What follows belongs to an exercise in optimizing a design on an open flow for small area, a short achievable clock period and few clock cycles per item; a production flow would make more cautious choices. Function was not checked in any run shown here: the RTL went through the layout flow alone. No activity file was given, so power comes from the tool's default toggle rates.

==> design/flow/design.v <==
module booth_enc (
    input  logic [3:0] x_i,
    output logic [5:0] xe_o
);
  assign xe_o[0] = x_i[1];
  assign xe_o[1] = x_i[0];
  assign xe_o[2] = x_i[1] & ~x_i[0];
  assign xe_o[3] = x_i[3];
  assign xe_o[4] = x_i[2] ^ x_i[1];
  assign xe_o[5] = (x_i[3] & ~x_i[2] & ~x_i[1]) | (~x_i[3] & x_i[2] & x_i[1]);
endmodule
module mac_cell #(
    parameter int CW = 4,                
    localparam int NC = 16 / CW          
) (
    input  logic              clk_i,
    input  logic              v_i,       
    input  logic              clr_i,     
    input  logic [5:0]        xe_i,      
    input  logic [7:0]        w_i,
    output logic [15:0]       acc_o,     
    output logic [NC-1:0]     cy_o       
);
  wire neg0 = v_i & xe_i[0];
  wire one0 = v_i & xe_i[1];
  wire two0 = v_i & xe_i[2];
  wire neg1 = v_i & xe_i[3];
  wire one1 = v_i & xe_i[4];
  wire two1 = v_i & xe_i[5];
  wire [8:0] ws = {w_i[7], w_i};
  wire [8:0] m0 = ({9{one0}} & ws) | ({9{two0}} & {w_i, 1'b0});
  wire [8:0] m1 = ({9{one1}} & ws) | ({9{two1}} & {w_i, 1'b0});
  wire [9:0] p0 = {m0[8], m0} ^ {10{neg0}};   
  wire [9:0] p1 = {m1[8], m1} ^ {10{neg1}};   
  wire [15:0] xa = {4'b0000, v_i & ~p0[9], p0[9], p0[9], p0[8:0]};
  wire [15:0] ya = {4'b0000, v_i & ~p1[9], p1[8:0], 2'b00};
  logic [15:0]   acc_q;
  logic [NC-1:0] cy_q;
  wire  [15:0]   a  = clr_i ? 16'd0 : acc_q;
  wire  [NC-1:0] ci = clr_i ? '0 : cy_q;
  logic [15:0] s, c;
  always_comb begin
    s = '0;
    c = '0;
    s[0] = a[0]; c[0] = xa[0];
    s[1] = a[1]; c[1] = xa[1];
    c[2] = neg1;
    for (int i = 2; i < 16; i++) begin
      s[i] = a[i] ^ xa[i] ^ ya[i];
      if (i < 15) c[i+1] = (a[i] & xa[i]) | (a[i] & ya[i]) | (xa[i] & ya[i]);
    end
  end
  logic [15:0]   sum;
  logic [NC-1:0] co;
  always_comb begin
    for (int k = 0; k < NC; k++) begin
      logic [CW:0] t;
      t = {1'b0, s[k*CW +: CW]} + {1'b0, c[k*CW +: CW]} + ((k == 0) ? {{CW{1'b0}}, neg0} : {{CW{1'b0}}, ci[k]});
      sum[k*CW +: CW] = t[CW-1:0];
      co[k] = t[CW];
    end
  end
  always_ff @(posedge clk_i) begin
    acc_q <= sum;
    cy_q  <= {co[NC-2:0], 1'b0};
  end
  assign acc_o = acc_q;
  assign cy_o  = cy_q;
endmodule
module mac_resolve #(
    parameter int CW = 4,
    localparam int NC = 16 / CW
) (
    input  logic [15:0]   acc_i,
    input  logic [NC-1:0] cy_i,
    output logic [15:0]   y_o
);
  logic [15:0] cv;
  always_comb begin
    cv = '0;
    for (int k = 1; k < NC; k++) cv[k*CW] = cy_i[k];
  end
  assign y_o = acc_i + cv;
endmodule
module sa_top (
    input  logic          clk_i,
    input  logic          rst_ni,
    input  logic          s_valid_i,
    input  logic          s_last_i,
    input  logic          m_ready_i,
    output logic          s_ready_o,
    output logic          m_valid_o,
    output logic          m_last_o,
    input  logic [ 15:0]  sx_data_i,
    input  logic [ 63:0]  sk_data_i,
    output logic [ 63:0]  m_data_o
);
  localparam int R  = 4;
  localparam int C  = 8;
  localparam int CW = 2;   
  localparam int NC = 16 / CW;
  logic adv_q;   
  wire  adv_n;
  logic [23:0] x0;   
  logic [63:0] w0;
  logic        v0, l0;
  logic [2:0]  cnt;   
  wire hold = l0 && (cnt != 3'd7);
  wire go0  = v0 && !hold;   
  logic rdy_q;   
  assign s_ready_o = rdy_q;
  logic [23:0] xenc;
  for (genvar r = 0; r < R; r++) begin : g_enc
    booth_enc u_enc (.x_i(sx_data_i[4*r +: 4]), .xe_o(xenc[6*r +: 6]));
  end
  always_ff @(posedge clk_i)
    if (s_ready_o || !v0) begin
      x0 <= xenc;
      w0 <= sk_data_i;
      l0 <= s_last_i;
    end
  always_ff @(posedge clk_i)
    if (!rst_ni) v0 <= 1'b0;
    else if (s_ready_o) v0 <= s_valid_i;
  logic [3:0] nbeat, kmod;
  always_ff @(posedge clk_i)
    if (!rst_ni) nbeat <= 4'd0;
    else if (adv_q && go0) nbeat <= l0 ? 4'd0 : nbeat + 4'd1;
  always_ff @(posedge clk_i)
    if (adv_q && go0 && l0) kmod <= nbeat + 4'd1;
  always_ff @(posedge clk_i)
    if (!rst_ni) cnt <= 3'd7;
    else if (adv_q) begin
      if (go0 && l0) cnt <= 3'd0;
      else if (cnt != 3'd7) cnt <= cnt + 3'd1;
    end
  logic [C-1:1] vs, ls;
  logic [23:0] xs [1:C-1];
  logic [7:0]  ws [1:C-1][1:C-1];   
  always_ff @(posedge clk_i)
    if (!rst_ni) vs <= '0;
    else if (adv_q) vs <= {vs[C-2:1], go0};
  always_ff @(posedge clk_i)
    if (adv_q) ls <= {ls[C-2:1], l0};
  for (genvar j = 1; j < C; j++) begin : g_stage
    always_ff @(posedge clk_i)
      if (adv_q) xs[j] <= (j == 1) ? x0 : xs[j-1];
    for (genvar c = j; c < C; c++) begin : g_w
      always_ff @(posedge clk_i)
        if (adv_q) ws[j][c] <= (j == 1) ? w0[8*c +: 8] : ws[j-1][c];
    end
  end
  logic [15:0]   acc [C][R];
  logic [NC-1:0] cy  [C][R];
  logic [C-1:0]  fc;   
  logic [C-1:0] act_q;
  wire       v0_n   = s_ready_o ? s_valid_i : v0;
  wire       l0_n   = s_ready_o ? s_last_i : l0;
  wire [2:0] cnt_n  = !adv_q ? cnt : (go0 && l0) ? 3'd0 : (cnt != 3'd7) ? cnt + 3'd1 : cnt;
  wire       hold_n = l0_n && (cnt_n != 3'd7);
  wire       go0_n  = v0_n && !hold_n;
  wire [C-1:1] vs_n = adv_q ? {vs[C-2:1], go0} : vs[C-1:1];
  wire [C-1:0] act_n = {C{adv_n}} & {vs_n, go0_n};
  logic [C-1:0] clr_q;
  always_ff @(posedge clk_i)
    if (!rst_ni) act_q <= '0;
    else act_q <= act_n;
  for (genvar c = 0; c < C; c++) begin : g_col
    wire        vc = act_q[c];
    wire        lc = (c == 0) ? l0 : ls[c];
    wire [23:0] xc = (c == 0) ? x0 : xs[c];
    wire [7:0]  wc = (c == 0) ? w0[7:0] : ws[c][c];
    always_ff @(posedge clk_i)
      if (!rst_ni) fc[c] <= 1'b1;
      else if (vc) fc[c] <= lc;
    wire fc_n = vc ? lc : fc[c];
    always_ff @(posedge clk_i)
      if (!rst_ni) clr_q[c] <= 1'b0;
      else clr_q[c] <= act_n[c] && fc_n;
    for (genvar r = 0; r < R; r++) begin : g_row
      mac_cell #(.CW(CW)) u_mac (
          .clk_i(clk_i),
          .v_i  (vc),
          .clr_i(clr_q[c]),
          .xe_i (xc[6*r +: 6]),
          .w_i  (wc),
          .acc_o(acc[c][r]),
          .cy_o (cy[c][r])
      );
    end
  end
  logic [C-1:0] sel;
  logic         push;
  wire [C-1:0] sel_n = adv_q ? ({vs[C-1:1], go0} & {ls[C-1:1], l0}) : sel;
  always_ff @(posedge clk_i)
    if (!rst_ni) begin
      sel  <= '0;
      push <= 1'b0;
    end else begin
      sel  <= sel_n;
      push <= adv_n && |sel_n;
    end
  logic [15:0]   macc [R];
  logic [NC-1:0] mcy  [R];
  always_comb begin
    for (int r = 0; r < R; r++) begin
      macc[r] = '0;
      mcy[r]  = '0;
      for (int c = 0; c < C; c++) begin
        macc[r] = macc[r] | ({16{sel[c]}} & acc[c][r]);
        mcy[r]  = mcy[r]  | ({NC{sel[c]}} & cy[c][r]);
      end
    end
  end
  logic          pv, pl;
  logic [15:0]   pacc [R];
  logic [NC-1:0] pcy  [R];
  logic [63:0]   pres;
  for (genvar r = 0; r < R; r++) begin : g_res
    mac_resolve #(.CW(CW)) u_res (.acc_i(pacc[r]), .cy_i(pcy[r]), .y_o(pres[16*r +: 16]));
  end
  always_ff @(posedge clk_i)
    if (push)
      for (int r = 0; r < R; r++) begin
        pacc[r] <= {macc[r][15:12] - kmod, macc[r][11:0]};
        pcy[r]  <= mcy[r];
      end
  always_ff @(posedge clk_i)
    if (push) begin
      pl  <= sel[C-1];
    end
  logic        hv, sv, hl, sl;
  logic [63:0] hd, sd;
  wire take  = !hv || m_ready_i;     
  wire pmove = pv && (take || !sv);  
  always_ff @(posedge clk_i)
    if (take) begin
      hd <= sv ? sd : pres;
      hl <= sv ? sl : pl;
    end
  always_ff @(posedge clk_i)
    if (pmove && !(take && !sv)) begin
      sd <= pres;
      sl <= pl;
    end
  wire pv_n = push || (pv && !pmove);
  wire hv_n = take ? (sv || pv) : hv;
  wire sv_n = take ? (sv && pv) : (sv || pv);
  always_ff @(posedge clk_i)
    if (!rst_ni) begin
      pv <= 1'b0;
      hv <= 1'b0;
      sv <= 1'b0;
    end else begin
      pv <= pv_n;
      hv <= hv_n;
      sv <= sv_n;
    end
  assign adv_n = !(pv_n && sv_n);
  always_ff @(posedge clk_i)
    if (!rst_ni) adv_q <= 1'b1;
    else adv_q <= adv_n;
  assign m_valid_o = hv;
  assign m_last_o  = hl;
  assign m_data_o  = hd;
  always_ff @(posedge clk_i)
    if (!rst_ni) rdy_q <= 1'b1;
    else rdy_q <= adv_n && !(v0_n && hold_n);
endmodule
==> design/flow/run.sh <==
#!/bin/bash
# synth_recipe.tcl (not shown) runs the flow's synth.tcl, then flattens the netlist and writes it again
# the make line also repeats each setting of config.mk as NAME=value (left out here)
make -C /OpenROAD-flow-scripts/flow DESIGN_CONFIG=/design/flow/config.mk WORK_HOME=/design/flow/orfs CLKGATE_MAP_FILE= SYNTH_SCRIPT=/design/flow/synth_recipe.tcl finish
==> design/flow/config.mk <==
export PLATFORM = sky130hd
export DESIGN_NAME = sa_top
export DESIGN_NICKNAME = sa_top
export VERILOG_FILES = /design/flow/design.v
export SDC_FILE = /design/flow/constraint.sdc
export NUM_CORES = 4
export LEC_CHECK = 0
export CAP_MARGIN = 20
export CORE_MARGIN = 2
export CORE_UTILIZATION = 40
export PLACE_DENSITY = 0.6
export SETUP_SLACK_MARGIN = 1.45
export SLEW_MARGIN = 20
==> design/flow/constraint.sdc <==
create_clock -name core_clock -period 4.2 [get_ports {clk_i}]
set_input_delay 0.8400 -clock core_clock [delete_from_list [all_inputs] [get_ports {clk_i}]]
set_output_delay 0.8400 -clock core_clock [all_outputs]
set_load 0.01 [all_outputs]
==> key figures, run 1 <==
Detailed routing
  – Avg WL per Cell: ~26 um
  – Vias per cell: 5.389
  – TritonRoute pass-1 iters: 6
  – Via count: 56130
  – ANT nets after route: 0
  – Starting DRC count in detailed routing: ~7000
  – Remaining DRCs: 0
  – Drt total wl: 274.3 mm

Synthesis
  – Synthesized flop and latch total: between 1500 and 2000
  – Warnings from Yosys: 17
  – Post-Syn Instances: a little over 7000
  – Yosys cell types: 63
  – Sequential area share after synthesis: 45.71%
  – Mapped Nets: 8113
  – Mapped Area: 81520 um^2
  – FFs w/ async S/R, synth: 0%
  – Top FF cell, synth: dfxtp_1
  – Number of synthesized flops with an enable pin: 715
  – Synth Area per Inst: 11.31 um^2

Layout
  – Share of layout cells above drive strength 1: 15.94%
  – Most frequent cells in the layout: dfxtp_1 (762), a22oi_1 (743), inv_1 (724), edfxtp_1 (715), fa_1 (644)
  – Commonest non-fill, non-tap cell in the layout: dfxtp_1
  – Design area: 97150 um^2
  – Final std cells w/o fill: approximately 10000
  – Fin util: between 40% and 50%
  – FILL cells: between 15000 and 20000
  – Synth-to-layout area growth: 19.17%
  – # nets final: approximately 8500

Placement
  – Post-DP HPWL: 192.6 mm
  – Gp weighted congestion: ~0.96
  – Placed Area: about 85000 um^2
  – Placed Instances: 9567
  – # port buffers: 151

STA
  – Slew Limit Fails: 0
  – Tightest Pin Transition: 1153 ps
  – RSZ-0062 raised after global routing: true
  – Fin crit period: 2831 ps
  – Final setup fails: 0
  – Final hold vios: 0
  – Peak Freq: 0.3532 GHz
  – Minimum hold slack: 409.2 ps
  – Clock Skews: 47.61 ps
  – Slew HR: a little under a quarter
  – Tcrit/Tclk final: 67.41%

GRT
  – Initial antenna violation count: 22
  – Total track usage: 25.61%
  – Vias in the first global route: between 50000 and 60000
  – First-pass GRT wire length: 386.8 mm
  – GR Overflow Total: 0
  – Largest net degree at the start of global routing: between 100 and 150

Die
  – Die Area: between 200000 and 250000 um^2
  – Core Area: 202300 um^2
  – I/O pin total: 152
  – Die Span X: 455.4 um
  – Site Rows: between 150 and 200
  – Die height: roughly 460 um
  – Initial Utilization: 40.29%

Pwr
  – Design Power: 47.77 mW
  – Combinational power share: 22.9%
  – P per Cell Area: 491.8 nW/um^2
  – Sw frac: 33.16%
  – Max VDD drop: 0.4671 mV
  – Clk pwr share: around 32%
  – P_leak: 39.32 nW
  – Int Power: 31.93 mW
  – Sequential Power Share: between 40% and 50%
  – Psw: 15.84 mW

Clocking
  – Clock Path Buffers: 3
  – CTS Buf Count: around 170
  – H-tree depth: 4
  – Clk sink count: 1504
  – Worst-path clk slew: 60 ps
  – CTS Root Cell: clkbuf_16
  – Hold-fix buffers, CTS: 0
  – Clk Latency, worst-skew pair: 870 ps
  – CTS tree: done

Worst setup path
  – Crit Path Max Fanout: 41
  – CP cell instances: buf_4, a22oi_1, nand4_1
  – Slowest CP cell: nand4_1
  – Arr. time, crit path: 3150 ps
  – Flop2flop setup slack: roughly 1400 ps
  – CP Capture Type: flip-flop
  – Startpoint types: flip-flop
  – Critical path type: reg -> reg
  – Worst stage delay on the critical path: 790 ps
  – Critical Path RT: 4520 ps

Hold path
  – Hold WC Path Type: reg -> reg

Flow run
  – Max Cap Viol: 0

Status
  – Status: no timing/DRC/antenna violations
==> state kept, by name, summed over array words and instances, names as in the netlist, 3 cells and up <==
name	flops
clr_q	8
ls	7
vs	7
act_q	8
w0	64
sd	64
x0	24
fc	8
pacc	64
g_col.g_row.u_mac.acc_q	512
ws	224
hd	64
kmod	4
cnt	3
xs	168
sel	8
nbeat	4
pcy	28
g_col.g_row.u_mac.cy_q	224
==> power by group through the flow <==
stage	sequential [mW]	combinational, mW	clock, mW
2_1_floorplan	19.4	7.45	0
3_3_place_gp	22.2	8.68	0
3_5_place_dp	22.2	9.06	0
4_1_cts	21.4	10.2	15.7
5_1_grt	21.5	12.4	16.3
6_report	21.4	10.9	15.4
==> cells by family after synthesis <==
logic type / count (synthesis) / share of synthesized area [%]
compound gates: 1042 / 9.373
simple gates: 1789 / 11.56
fa+ha+maj: 819 / 19.09
mux: 71 / 0.9562
xor+xnor: 670 / 7.198
flops: 1504 / 45.71
buf+inv: 1315 / 6.106
==> Yosys cell counts (all sizes together), types with 6 or more instances <==
library cell / n / area, um^2
o21ai: 82 / 410.4
inv: 741 / 2781
mux2i: 16 / 160.2
nor2b: 340 / 2135
o21bai: 6 / 52.55
nand2: 645 / 2424
a22oi: 822 / 6171
o31a: 7 / 61.31
ha: 110 / 1376
and4: 7 / 61.31
nand4: 93 / 581.8
a31oi: 21 / 165.2
dfxtp: 789 / 15800
nand3: 76 / 380.4
a21boi: 34 / 255.2
nor2: 37 / 138.9
buf: 45 / 209.0
a21oi: 33 / 172.7
xor2: 37 / 324.1
a21o: 11 / 82.58
and3: 10 / 62.56
and2: 126 / 788.3
nor3: 12 / 75.07
clkbuf: 528 / 1983
xnor2: 633 / 5544
mux2: 55 / 619.3
a31o: 8 / 70.07
nand2b: 429 / 2684
edfxtp: 715 / 21470
fa: 708 / 14170
==> per-stage QoR <==
| step | setup TNS [ps] | worst slack, ps |
|---|---|---|
| floorplan | -4915 | -619.5 |
| global placement | 0 | 943.4 |
| detailed placement | 0 | 961.3 |
| CTS | 0 | 1241 |
| global route | 0 | 1387 |
| finish | 0 | 1369 |
==> metal layers <==
layer	GRT usage (%)	share of wire [%]	wire, um
met5	0	0.0047	13
met2	35.44	41	111400
met4	14.44	6.7	18390
met1	35.50	41	113500
met3	7.747	11	31090
==> area by class of cell <==
| type | count | area, um^2 | area share (%) |
|---|---|---|---|
| clock buffer | 242 | 4877 | 5.020 |
| antenna | 8 | 20.02 | 0.02061 |
| sequential | 1504 | 37360 | 38.45 |
| tap | 2672 | 3343 | 3.441 |
| multi-input combinational | 4391 | 40200 | 41.38 |
| inverter | 742 | 2785 | 2.867 |
| clock inverter | 79 | 903.4 | 0.9299 |
| timing repair buffer | 778 | 7656 | 7.881 |
==> path summary, 6_finish.rpt <==
kind,cells after the start,endpoint,from
max reg2reg,3,pacc[3][0],sel[1]
max,3,pacc[3][0],sel[1]
min reg2reg,0,ws[4][1],w0[41]
min,0,ws[4][1],w0[41]
==> critical path: cells and delay by family, from the launching register on <==
family                 cells  cell delay [ps]
AND/OR/NAND/NOR            1              790
buffers and inverters      1              370
flip-flops                 1              540
AO/OA/AOI/OAI              1              550
==> repair_timing <==
| item | in CTS | in global routing |
|---|---|---|
| setup endpoints to repair | 302 | 140 |
| pin swaps | 1 | 75 |
| gates resized for setup | 31 | 268 |
| setup buffers | 299 | 217 |
| cloned | 0 | 4 |
==> run 2: changes to the inputs <==
--- a/design/flow/design.v
+++ b/design/flow/design.v
@@ -1,13 +1,9 @@
 module booth_enc (
     input  logic [3:0] x_i,
-    output logic [5:0] xe_o
-);
-  assign xe_o[0] = x_i[1];
-  assign xe_o[1] = x_i[0];
-  assign xe_o[2] = x_i[1] & ~x_i[0];
-  assign xe_o[3] = x_i[3];
-  assign xe_o[4] = x_i[2] ^ x_i[1];
-  assign xe_o[5] = (x_i[3] & ~x_i[2] & ~x_i[1]) | (~x_i[3] & x_i[2] & x_i[1]);
+    output logic [4:0] xe_o
+);
+  assign xe_o[3:0] = x_i;
+  assign xe_o[4]   = (x_i[3] & ~x_i[2] & ~x_i[1]) | (~x_i[3] & x_i[2] & x_i[1]);
 endmodule
 module mac_cell #(
     parameter int CW = 4,                
@@ -16,17 +12,17 @@
     input  logic              clk_i,
     input  logic              v_i,       
     input  logic              clr_i,     
-    input  logic [5:0]        xe_i,      
-    input  logic [7:0]        w_i,
+    input  logic [4:0]        xe_i,      
+    input  logic [7:0]        w_i,       
     output logic [15:0]       acc_o,     
     output logic [NC-1:0]     cy_o       
 );
-  wire neg0 = v_i & xe_i[0];
-  wire one0 = v_i & xe_i[1];
-  wire two0 = v_i & xe_i[2];
+  wire neg0 = v_i & xe_i[1];
+  wire one0 = xe_i[0];
+  wire two0 = xe_i[1] & ~xe_i[0];
   wire neg1 = v_i & xe_i[3];
-  wire one1 = v_i & xe_i[4];
-  wire two1 = v_i & xe_i[5];
+  wire one1 = xe_i[2] ^ xe_i[1];
+  wire two1 = xe_i[4];
   wire [8:0] ws = {w_i[7], w_i};
   wire [8:0] m0 = ({9{one0}} & ws) | ({9{two0}} & {w_i, 1'b0});
   wire [8:0] m1 = ({9{one1}} & ws) | ({9{two1}} & {w_i, 1'b0});
@@ -54,10 +50,13 @@
   logic [NC-1:0] co;
   always_comb begin
     for (int k = 0; k < NC; k++) begin
-      logic [CW:0] t;
-      t = {1'b0, s[k*CW +: CW]} + {1'b0, c[k*CW +: CW]} + ((k == 0) ? {{CW{1'b0}}, neg0} : {{CW{1'b0}}, ci[k]});
-      sum[k*CW +: CW] = t[CW-1:0];
-      co[k] = t[CW];
+      logic cc;
+      cc = (k == 0) ? neg0 : ci[k];
+      for (int i = k * CW; i < (k + 1) * CW; i++) begin
+        sum[i] = s[i] ^ c[i] ^ cc;
+        cc     = (s[i] & c[i]) | (s[i] & cc) | (c[i] & cc);
+      end
+      co[k] = cc;
     end
   end
   always_ff @(posedge clk_i) begin
@@ -101,7 +100,7 @@
   localparam int NC = 16 / CW;
   logic adv_q;   
   wire  adv_n;
-  logic [23:0] x0;   
+  logic [19:0] x0;   
   logic [63:0] w0;
   logic        v0, l0;
   logic [2:0]  cnt;   
@@ -109,9 +108,9 @@
   wire go0  = v0 && !hold;   
   logic rdy_q;   
   assign s_ready_o = rdy_q;
-  logic [23:0] xenc;
+  logic [19:0] xenc;
   for (genvar r = 0; r < R; r++) begin : g_enc
-    booth_enc u_enc (.x_i(sx_data_i[4*r +: 4]), .xe_o(xenc[6*r +: 6]));
+    booth_enc u_enc (.x_i(sx_data_i[4*r +: 4]), .xe_o(xenc[5*r +: 5]));
   end
   always_ff @(posedge clk_i)
     if (s_ready_o || !v0) begin
@@ -135,7 +134,7 @@
       else if (cnt != 3'd7) cnt <= cnt + 3'd1;
     end
   logic [C-1:1] vs, ls;
-  logic [23:0] xs [1:C-1];
+  logic [19:0] xs [1:C-1];
   logic [7:0]  ws [1:C-1][1:C-1];   
   always_ff @(posedge clk_i)
     if (!rst_ni) vs <= '0;
@@ -168,8 +167,9 @@
   for (genvar c = 0; c < C; c++) begin : g_col
     wire        vc = act_q[c];
     wire        lc = (c == 0) ? l0 : ls[c];
-    wire [23:0] xc = (c == 0) ? x0 : xs[c];
+    wire [19:0] xc = (c == 0) ? x0 : xs[c];
     wire [7:0]  wc = (c == 0) ? w0[7:0] : ws[c][c];
+    wire [7:0]  wcg = {8{vc}} & wc;   
     always_ff @(posedge clk_i)
       if (!rst_ni) fc[c] <= 1'b1;
       else if (vc) fc[c] <= lc;
@@ -182,8 +182,8 @@
           .clk_i(clk_i),
           .v_i  (vc),
           .clr_i(clr_q[c]),
-          .xe_i (xc[6*r +: 6]),
-          .w_i  (wc),
+          .xe_i (xc[5*r +: 5]),
+          .w_i  (wcg),
           .acc_o(acc[c][r]),
           .cy_o (cy[c][r])
       );
--- a/design/flow/config.mk
+++ b/design/flow/config.mk
@@ -9,5 +9,5 @@
 export CORE_MARGIN = 2
 export CORE_UTILIZATION = 40
 export PLACE_DENSITY = 0.6
-export SETUP_SLACK_MARGIN = 1.45
+export SETUP_SLACK_MARGIN = 1.42
 export SLEW_MARGIN = 20
==> run 2 against run 1 <==
Synthesized cell count rose by 3.0%. Largest cell class unchanged. Critical path type unchanged. Highest routed layer unchanged. Critical endpoint is now g_col[3].g_row[1].u_mac.acc_q[7]. Critical path depth rose by 5. Count of clock-buffer cells in the layout rose by 2.
==> key figures, run 2 <==
GRT
  – GR Overflow Total: 0 (unchanged)
  – Vias in the first global route: 56080 (was 54750)
  – First-pass GRT wire length: 376.2 mm (was 386.8 mm)
  – Total track usage: 24.44% (was 25.61%)
  – Initial antenna violation count: 39 (was 22)
  – Largest net degree at the start of global routing: 126 (was 127)

Layout
  – Design area: 96730 um^2 (was 97150 um^2)
  – Biggest register: g_col.g_row.u_mac.acc_q (unchanged)
  – Final std cells w/o fill: 10620 (was 10420)
  – Fin util: 47.81% (was 48.02%)
  – Synth-to-layout area growth: 18.61% (was 19.17%)
  – Share of layout cells above drive strength 1: 15.54% (was 15.94%)
  – Commonest non-fill, non-tap cell in the layout: dfxtp_1 (unchanged)
  – Largest regs: g_col.g_row.u_mac.acc_q x512, g_col.g_row.u_mac.cy_q x224, ws x224 (unchanged)
  – Most frequent cells in the layout: dfxtp_1 (762), nand2_1 (683), edfxtp_1 (683), nor2b_1 (631), xnor2_1 (554) (was dfxtp_1 (762), a22oi_1 (743), inv_1 (724), edfxtp_1 (715), fa_1 (644))
  – # nets final: 8602 (was 8491)
  – Largest register FFs: 512 (unchanged)

Die
  – Die Span X: 455.5 um (was 455.4 um)
  – Die height: 455.5 um (was 455.4 um)
  – Site Rows: 165 (unchanged)
  – I/O pin total: 152 (unchanged)
  – Die Area: 207500 um^2 (was 207400 um^2)
  – Core Area: 202300 um^2 (unchanged)
  – Initial Utilization: 40.31% (was 40.29%)

Pwr
  – P per Cell Area: 469.9 nW/um^2 (was 491.8 nW/um^2)
  – Combinational power share: 22.7% (was 22.9%)
  – Int Power: 31.10 mW (was 31.93 mW)
  – Clk pwr share: 33.2% (was 32.3%)
  – Sw frac: 31.59% (was 33.16%)
  – Sequential Power Share: 44.1% (was 44.8%)
  – Design Power: 45.45 mW (was 47.77 mW)
  – Max VDD drop: 0.5050 mV (was 0.4671 mV)
  – Psw: 14.36 mW (was 15.84 mW)
  – P_leak: 38.80 nW (was 39.32 nW)

Placement
  – # port buffers: 151 (unchanged)
  – Placed Instances: 9914 (was 9567)
  – Post-DP HPWL: 189.2 mm (was 192.6 mm)
  – Placed Area: 85940 um^2 (was 85340 um^2)
  – Gp weighted congestion: 0.9659 (was 0.9590)

Clocking
  – Clk sink count: 1472 (was 1504)
  – Clk Latency, worst-skew pair: 850 ps (was 870 ps)
  – H-tree depth: 4 (unchanged)
  – Worst-path clk slew: 60 ps (about the same)
  – CTS Buf Count: 169 (was 171)
  – Clock Path Buffers: 3 (unchanged)
  – Hold-fix buffers, CTS: 0 (unchanged)
  – CTS Root Cell: clkbuf_16 (unchanged)
  – CTS tree: done (unchanged)

Synthesis
  – Synth Area per Inst: 10.98 um^2 (was 11.31 um^2)
  – Sequential area share after synthesis: 44.52% (was 45.71%)
  – Yosys cell types: 57 (was 63)
  – Top FF cell, synth: dfxtp_1 (unchanged)
  – Yosys top cell area share: 25.15% (was 26.34%)
  – Largest cells by area after synthesis: edfxtp_1 (25%), dfxtp_1 (19%), fa_1 (15%), xnor2_1 (6.1%), a22oi_1 (5.5%) (was edfxtp_1 (26%), dfxtp_1 (19%), fa_1 (17%), a22oi_1 (7.6%), xnor2_1 (6.8%))
  – Mapped Area: 81550 um^2 (was 81520 um^2)
  – Dominant cell type by area after synthesis: edfxtp_1 (unchanged)
  – Post-Syn Instances: 7427 (was 7210)
  – Mapped Nets: 8234 (was 8113)
  – Synthesized flop and latch total: 1472 (was 1504)
  – Number of synthesized flops with an enable pin: 683 (was 715)
  – Post-synth top cells: dfxtp_1 (789), nand2_1 (688), edfxtp_1 (683) (was a22oi_1 (822), dfxtp_1 (789), inv_1 (741))
  – Count leader, synth: dfxtp_1 (was a22oi_1)
  – FFs w/ async S/R, synth: 0% (unchanged)
  – Warnings from Yosys: 17 (unchanged)

STA
  – Clock Skews: 40.68 ps (was 47.61 ps)
  – Tightest Pin Transition: 954.8 ps (was 1153 ps)
  – Final setup fails: 0 (unchanged)
  – Fin crit period: 2851 ps (was 2831 ps)
  – Final hold vios: 0 (unchanged)
  – RSZ-0062 raised after global routing: true (unchanged)
  – Tcrit/Tclk final: 67.89% (was 67.41%)
  – Peak Freq: 0.3507 GHz (was 0.3532 GHz)
  – Slew Limit Fails: 0 (unchanged)
  – Slew HR: 36.35% (was 23.16%)

Detailed routing
  – Via count: 57840 (was 56130)
  – Remaining DRCs: 0 (unchanged)
  – TritonRoute pass-1 iters: 6 (unchanged)
  – Drt total wl: 260.8 mm (was 274.3 mm)
  – Avg WL per Cell: 24.57 um (was 26.34 um)
  – ANT nets after route: 0 (unchanged)
  – Starting DRC count in detailed routing: 6130 (was 6878)
  – Vias per cell: 5.448 (was 5.389)

Worst setup path
  – Crit Path Max Fanout: 5 (was 41)
  – Critical path type: reg -> reg (unchanged)
  – CP Capture Type: flip-flop (unchanged)
  – Startpoint types: flip-flop (unchanged)
  – Arr. time, crit path: 3620 ps (was 3150 ps)
  – Critical Path RT: 4970 ps (was 4520 ps)

Hold path
  – Hold WC Path Type: reg -> reg (unchanged)

Status
  – Status: no timing/DRC/antenna violations (unchanged)

Flow run
  – Max Cap Viol: 0 (unchanged)
## run 2: kinds of logic (layout without fill, tap and decap cells)
group / count (synthesis) / in the layout / share of synthesized area (%)
buf+inv: 841 / 1350 / 4.070
fa+ha+maj: 762 / 762 / 17.21
simple gates: 2400 / 2400 / 15.85
flops: 1472 / 1472 / 44.52
xor+xnor: 689 / 694 / 7.713
mux: 70 / 70 / 0.9359
other cells: 0 / 5 / 0
compound gates: 1193 / 1193 / 9.704
## run 2: layout make-up
cell class,count,area [um^2]
repair buffers,706,6736
clock inverters,73,830.8
clock buffers,244,4860
multi-input cells,5119,43320
well taps,2672,3343
flip-flops and latches,1472,36400
diodes,5,12.51
fillers,18370,105600
inverters,327,1227
## run 2: through the flow
step                      hold slack [ps]  worst slack, ps  setup TNS (ps)
after detailed placement            404.5            922.9               0
after global routing                411.6             1275               0
final                               393.7             1349               0
after floorplan                     400.3           -172.5          -254.5
after global placement              400.5            962.5               0
after CTS                           406.2             1387               0
## run 2: timing repair
item	CTS	global route
pin swaps	42	159
hold endpoints to repair	0	0
setup buffers	251	125
cloned	4	2
endpoints found under the setup margin	423	262
gates resized for setup	82	287
## run 2: worst max-delay path: stages, from the launching register on
cell      delay [ps]
edfxtp_1         490
xor2_4           320
buf_6            140
a22oi_2           50
xnor2_1          140
and2_1           200
fa_1             510
fa_2             410
fa_2             540
## run 2: per-layer routing
metal  track usage (%)  up-vias  wire length [um]
met1             35.25    28890            113700
met2             35.03     2665            108600
met3             6.625      442             27880
met5                 0        -               103
li1                  -    25830                 -
met4             8.790       16             10550
## run 2: path summary, 6_finish.rpt
path         startpoint                               end  slack (ps)  depth (start not counted)
max            xs[3][6]  g_col[3].g_row[1].u_mac.acc_q[7]        1350                          8
min              w0[20]                          ws[1][4]         390                          0
max reg2reg    xs[3][6]  g_col[3].g_row[1].u_mac.acc_q[7]        1350                          8
min reg2reg      w0[20]                          ws[1][4]         390                          0
## run 2: power groups by stage
stage	registers [mW]	clock network (mW)	logic, mW
after global routing	20.2	15.9	11.5
final	20.1	15.1	10.3
after detailed placement	20.5	0	8.84
after floorplan	18.8	0	6.88
after global placement	20.5	0	8.45
after CTS	20.0	15.4	9.76
==> run 3: changes to the inputs <==
--- a/design/flow/config.mk
+++ b/design/flow/config.mk
@@ -9,5 +9,5 @@
 export CORE_MARGIN = 2
 export CORE_UTILIZATION = 40
 export PLACE_DENSITY = 0.6
-export SETUP_SLACK_MARGIN = 1.42
+export SETUP_SLACK_MARGIN = 1.38
 export SLEW_MARGIN = 20
==> run 3 against run 2 <==
Still clean. Largest power group unchanged. Critical path depth is 1 higher. Routed wire length decreased by 1.5%. Largest cell class unchanged. Sequential cell count stayed put. Combinational power is essentially flat.
==> key figures, run 3 <==
Synthesis
  – Fraction of the mapped netlist area in simple logic gates: 15.85% (unchanged)
  – Sequential area share after synthesis: 44.52% (unchanged)
  – Mapped Nets: 8234 (unchanged)
  – Top FF cell, synth: dfxtp_1 (unchanged)
  – Post-synth top cells: dfxtp_1 (789), nand2_1 (688), edfxtp_1 (683) (unchanged)
  – Adder-cell share of the synthesized area: 17.21% (unchanged)
  – Mux contribution to synthesized area: 0.9359% (unchanged)
  – Largest family of logic cells by synthesized area: adder cells (unchanged)
  – Post-Synth XOR/XNOR Area: 7.713% (unchanged)
  – Warnings from Yosys: 17 (unchanged)
  – Synthesized flop and latch total: 1472 (unchanged)
  – Synth Area per Inst: 10.98 um^2 (unchanged)
  – Yosys top cell area share: 25.15% (unchanged)
  – FFs w/ async S/R, synth: 0% (unchanged)
  – Count leader, synth: dfxtp_1 (unchanged)
  – Largest cells by area after synthesis: edfxtp_1 (25%), dfxtp_1 (19%), fa_1 (15%), xnor2_1 (6.1%), a22oi_1 (5.5%) (unchanged)
  – Number of synthesized flops with an enable pin: 683 (unchanged)
  – Post-Syn Instances: 7427 (unchanged)
  – Yosys cell types: 57 (unchanged)
  – Dominant cell type by area after synthesis: edfxtp_1 (unchanged)
  – Mapped Area: 81550 um^2 (unchanged)
  – Synth Area in Compound Gates: 9.704% (unchanged)

Hold path
  – Hold EP: ws[4][4] (was ws[1][4])
  – Hold WC Path Type: reg -> reg (unchanged)
  – WHS Path Cells: 0 (unchanged)
  – Hold Startpoint: w0[44] (was w0[20])

STA
  – Final setup fails: 0 (unchanged)
  – Tcrit/Tclk final: 67.43% (was 67.89%)
  – Fin crit period: 2832 ps (was 2851 ps)
  – Slew Limit Fails: 0 (unchanged)
  – Peak Freq: 0.3531 GHz (was 0.3507 GHz)
  – Final hold vios: 0 (unchanged)
  – Clock Skews: 33.36 ps (was 40.68 ps)
  – RSZ-0062 raised after global routing: true (unchanged)
  – Tightest Pin Transition: 1131 ps (was 954.8 ps)
  – Slew HR: 24.61% (was 36.35%)
  – Final setup margin: 1368 ps (was 1349 ps)

Flow run
  – Max Cap Viol: 0 (unchanged)

Worst setup path
  – Critical Path RT: 4930 ps (was 4970 ps)
  – CP Capture Type: flip-flop (unchanged)
  – Worst stage delay on the critical path: 530 ps (was 540 ps)
  – FF-to-FF path depth: 9 (was 8)
  – CP cell instances: xor2_4, buf_4, o21ai_2, xnor2_2, nand2_1, and2_1, fa_2, fa_1, ha_1 (was xor2_4, buf_6, a22oi_2, xnor2_1, and2_1, fa_1, fa_2, fa_2)
  – Crit Path Max Fanout: 4 (was 5)
  – Worst r2r src: xs[5][1] (was xs[3][6])
  – Arr. time, crit path: 3560 ps (was 3620 ps)
  – Startpoint types: flip-flop (unchanged)
  – Flop2flop setup slack: 1370 ps (was 1350 ps)
  – Reg2reg end: g_col[5].g_row[0].u_mac.acc_q[13] (was g_col[3].g_row[1].u_mac.acc_q[7])
  – Slowest CP cell: edfxtp_1 (was fa_2)
  – Critical path type: reg -> reg (unchanged)

Die
  – Die Area: 207500 um^2 (unchanged)
  – Core Area: 202300 um^2 (unchanged)
  – Initial Utilization: 40.31% (unchanged)
  – Die height: 455.5 um (unchanged)
  – Site Rows: 165 (unchanged)
  – Die Span X: 455.5 um (unchanged)
  – I/O pin total: 152 (unchanged)

Layout
  – Synth-to-layout area growth: 17.85% (was 18.61%)
  – Largest regs: g_col.g_row.u_mac.acc_q x512, g_col.g_row.u_mac.cy_q x224, ws x224 (unchanged)
  – FILL cells: 18310 (was 18370)
  – Commonest non-fill, non-tap cell in the layout: dfxtp_1 (unchanged)
  – Most frequent cells in the layout: dfxtp_1 (762), nand2_1 (685), edfxtp_1 (683), nor2b_1 (631), a22oi_1 (563) (was dfxtp_1 (762), nand2_1 (683), edfxtp_1 (683), nor2b_1 (631), xnor2_1 (554))
  – # nets final: 8558 (was 8602)
  – Largest register FFs: 512 (unchanged)
  – Share of layout cells above drive strength 1: 13.99% (was 15.54%)
  – Design area: 96110 um^2 (was 96730 um^2)
  – Biggest register: g_col.g_row.u_mac.acc_q (unchanged)

Detailed routing
  – Starting DRC count in detailed routing: 6009 (was 6130)
  – TritonRoute pass-1 iters: 6 (unchanged)
  – ANT nets after route: 0 (unchanged)
  – Drt total wl: 257.0 mm (was 260.8 mm)
  – Vias per cell: 5.414 (was 5.448)
  – Remaining DRCs: 0 (unchanged)
  – Avg WL per Cell: 24.30 um (was 24.57 um)
  – Via count: 57270 (was 57840)

Pwr
  – P per Cell Area: 471.2 nW/um^2 (was 469.9 nW/um^2)
  – P_leak: 38.59 nW (was 38.80 nW)
  – Design Power: 45.29 mW (was 45.45 mW)
  – Max VDD drop: 0.4561 mV (was 0.5050 mV)

GRT
  – Total track usage: 24.34% (was 24.44%)
  – First-pass GRT wire length: 374.0 mm (was 376.2 mm)
  – Met2 usage: 35.19% (was 35.03%)
  – Most Used Layer, Global Route: met2 (was met1)
  – M1 GR Usage: 34.80% (was 35.25%)
  – Met3 Track Usage GR: 6.871% (was 6.625%)
  – GR Overflow Total: 0 (unchanged)
  – Initial antenna violation count: 26 (was 39)
  – Largest net degree at the start of global routing: 150 (was 126)
  – Vias in the first global route: 55740 (was 56080)

Placement
  – Placed Area: 85900 um^2 (was 85940 um^2)
  – Post-DP HPWL: 190.0 mm (was 189.2 mm)
  – Worst slack at placement: 844.6 ps (was 922.9 ps)
  – Gp weighted congestion: 0.9341 (was 0.9659)
  – # port buffers: 151 (unchanged)

Clocking
  – H-tree depth: 4 (unchanged)
  – CTS Root Cell: clkbuf_16 (unchanged)
  – Clock Path Buffers: 3 (unchanged)
  – Clk Latency, worst-skew pair: 840 ps (was 850 ps)
  – Worst-path clk slew: 60 ps (about the same)
  – CTS tree: done (unchanged)
  – Clk sink count: 1472 (unchanged)
  – CTS Buf Count: 167 (was 169)

Status
  – Status: no timing/DRC/antenna violations (unchanged)
==> run 3: cell counts after synthesis <==
Identical to the previous run, type by type.
==> run 3: worst max path at each step <==
stage                          from                                end  slack, ps  cells after the start
final                      xs[5][1]  g_col[5].g_row[0].u_mac.acc_q[13]       1370                      9
after global routing      xs[1][12]   g_col[1].g_row[2].u_mac.acc_q[9]       1280                      9
after CTS                    x0[16]   g_col[0].g_row[3].u_mac.acc_q[7]       1380                      7
after detailed placement   xs[3][6]   g_col[3].g_row[1].u_mac.acc_q[5]        840                      7
after global placement     xs[3][6]   g_col[3].g_row[1].u_mac.acc_q[7]        890                      7
after floorplan               adv_q                           clr_q[0]       -170                      5
==> run 3: kinds of logic (layout without fill, tap and decap cells) <==
family | Yosys count | count (layout)
flip-flops | 1472 | 1472
XOR/XNOR | 689 | 693
multiplexers | 70 | 70
buffers and inverters | 841 | 1306
other | 0 | 9
adder cells (fa/ha/maj) | 762 | 762
AO/OA/AOI/OAI | 1193 | 1193
AND/OR/NAND/NOR | 2400 | 2400
==> run 3: metrics by stage <==
| stage | instances | util [%] | TNS (ps) | hold slack [ps] |
|---|---|---|---|---|
| 2_1_floorplan | 7427 | - | -254.5 | 400.3 |
| 3_3_place_gp | 9901 | 42.46 | 0 | 401.8 |
| 3_5_place_dp | 9901 | 42.46 | 0 | 404.5 |
| 4_1_cts | 10440 | 46.57 | 0 | 404.5 |
| 5_1_grt | 10570 | 47.49 | 0 | 415.4 |
| 6_report | 10580 | 47.50 | 0 | 397.2 |
==> run 3: timing repair <==
action / in CTS / in global routing
setup endpoints to repair: 372 / 237
hold buffers: 0 / 0
resized for setup: 45 / 213
setup buffers: 219 / 129
cloned: 2 / 3
pin swaps: 23 / 95
==> run 3: final cells by class <==
| type | count | area [um^2] | area share (%) |
|---|---|---|---|
| multi-input cells | 5118 | 43020 | 44.76 |
| flip-flops and latches | 1472 | 36400 | 37.87 |
| repair buffers | 665 | 6474 | 6.736 |
| clock buffers | 233 | 4723 | 4.915 |
| well taps | 2672 | 3343 | 3.479 |
| inverters | 327 | 1227 | 1.277 |
| clock inverters | 81 | 902.1 | 0.9387 |
| diodes | 9 | 22.52 | 0.02343 |
==> run 3: report_power, final <==
part | internal, mW | total (mW) | leakage (nW) | switching [mW]
clock | 8.72 | 15.1 | 2.76 | 6.34
sequential | 17.6 | 20.1 | 13.5 | 2.54
combinational | 4.72 | 10.1 | 22.3 | 5.36
total | 31.0 | 45.3 | 38.6 | 14.2
==> run 3: worst max-delay path: cells and delay by family (launching register included) <==
kind	cells	cell delay, ps
simple gates	2	330
fa+ha+maj	3	1140
flops	1	530
compound gates	1	140
xor+xnor	2	400
buf+inv	1	170
==> run 3: metal layers <==
| metal | wire length (um) | up-vias |
|---|---|---|
| met1 | 113600 | 28680 |
| li1 | - | 25730 |
| met2 | 108100 | 2424 |
| met3 | 25780 | 434 |
| met4 | 9530 | 4 |
| met5 | 26 | - |

[re-timing with driven ports]
The results above use ideal ports. As a check the final layouts listed here were re-extracted and re-timed, cells and wires unchanged. Step 1 assumes that a clkbuf_16 drives the clock port and a buf_2 every other input. Step 2 also shifts input and output timing later by t, the mid clock arrival at the registers, as if the neighbouring blocks saw the same clock. Slacks: ideal ports / drivers / drivers and shift; pairs: ideal ports / drivers.
run	t (ns)	setup WS [ns]	clock arrival spread, ns	worst register clock-pin slew, ns	worst data-port slew with drivers (ns)
run 1	0.926	1.369 / 1.369 / 1.369	0.052 / 0.052	0.07 / 0.07	0.06
run 2	0.925	1.349 / 1.349 / 1.220	0.044 / 0.044	0.07 / 0.07	0.18
run 3	0.916	1.368 / 1.368 / 1.099	0.038 / 0.038	0.07 / 0.07	0.18
After both steps every run listed still meets setup and hold. The setup slack of run 3, which loses most, moves by 0.000 ns with the drivers and by -0.269 ns with both steps.
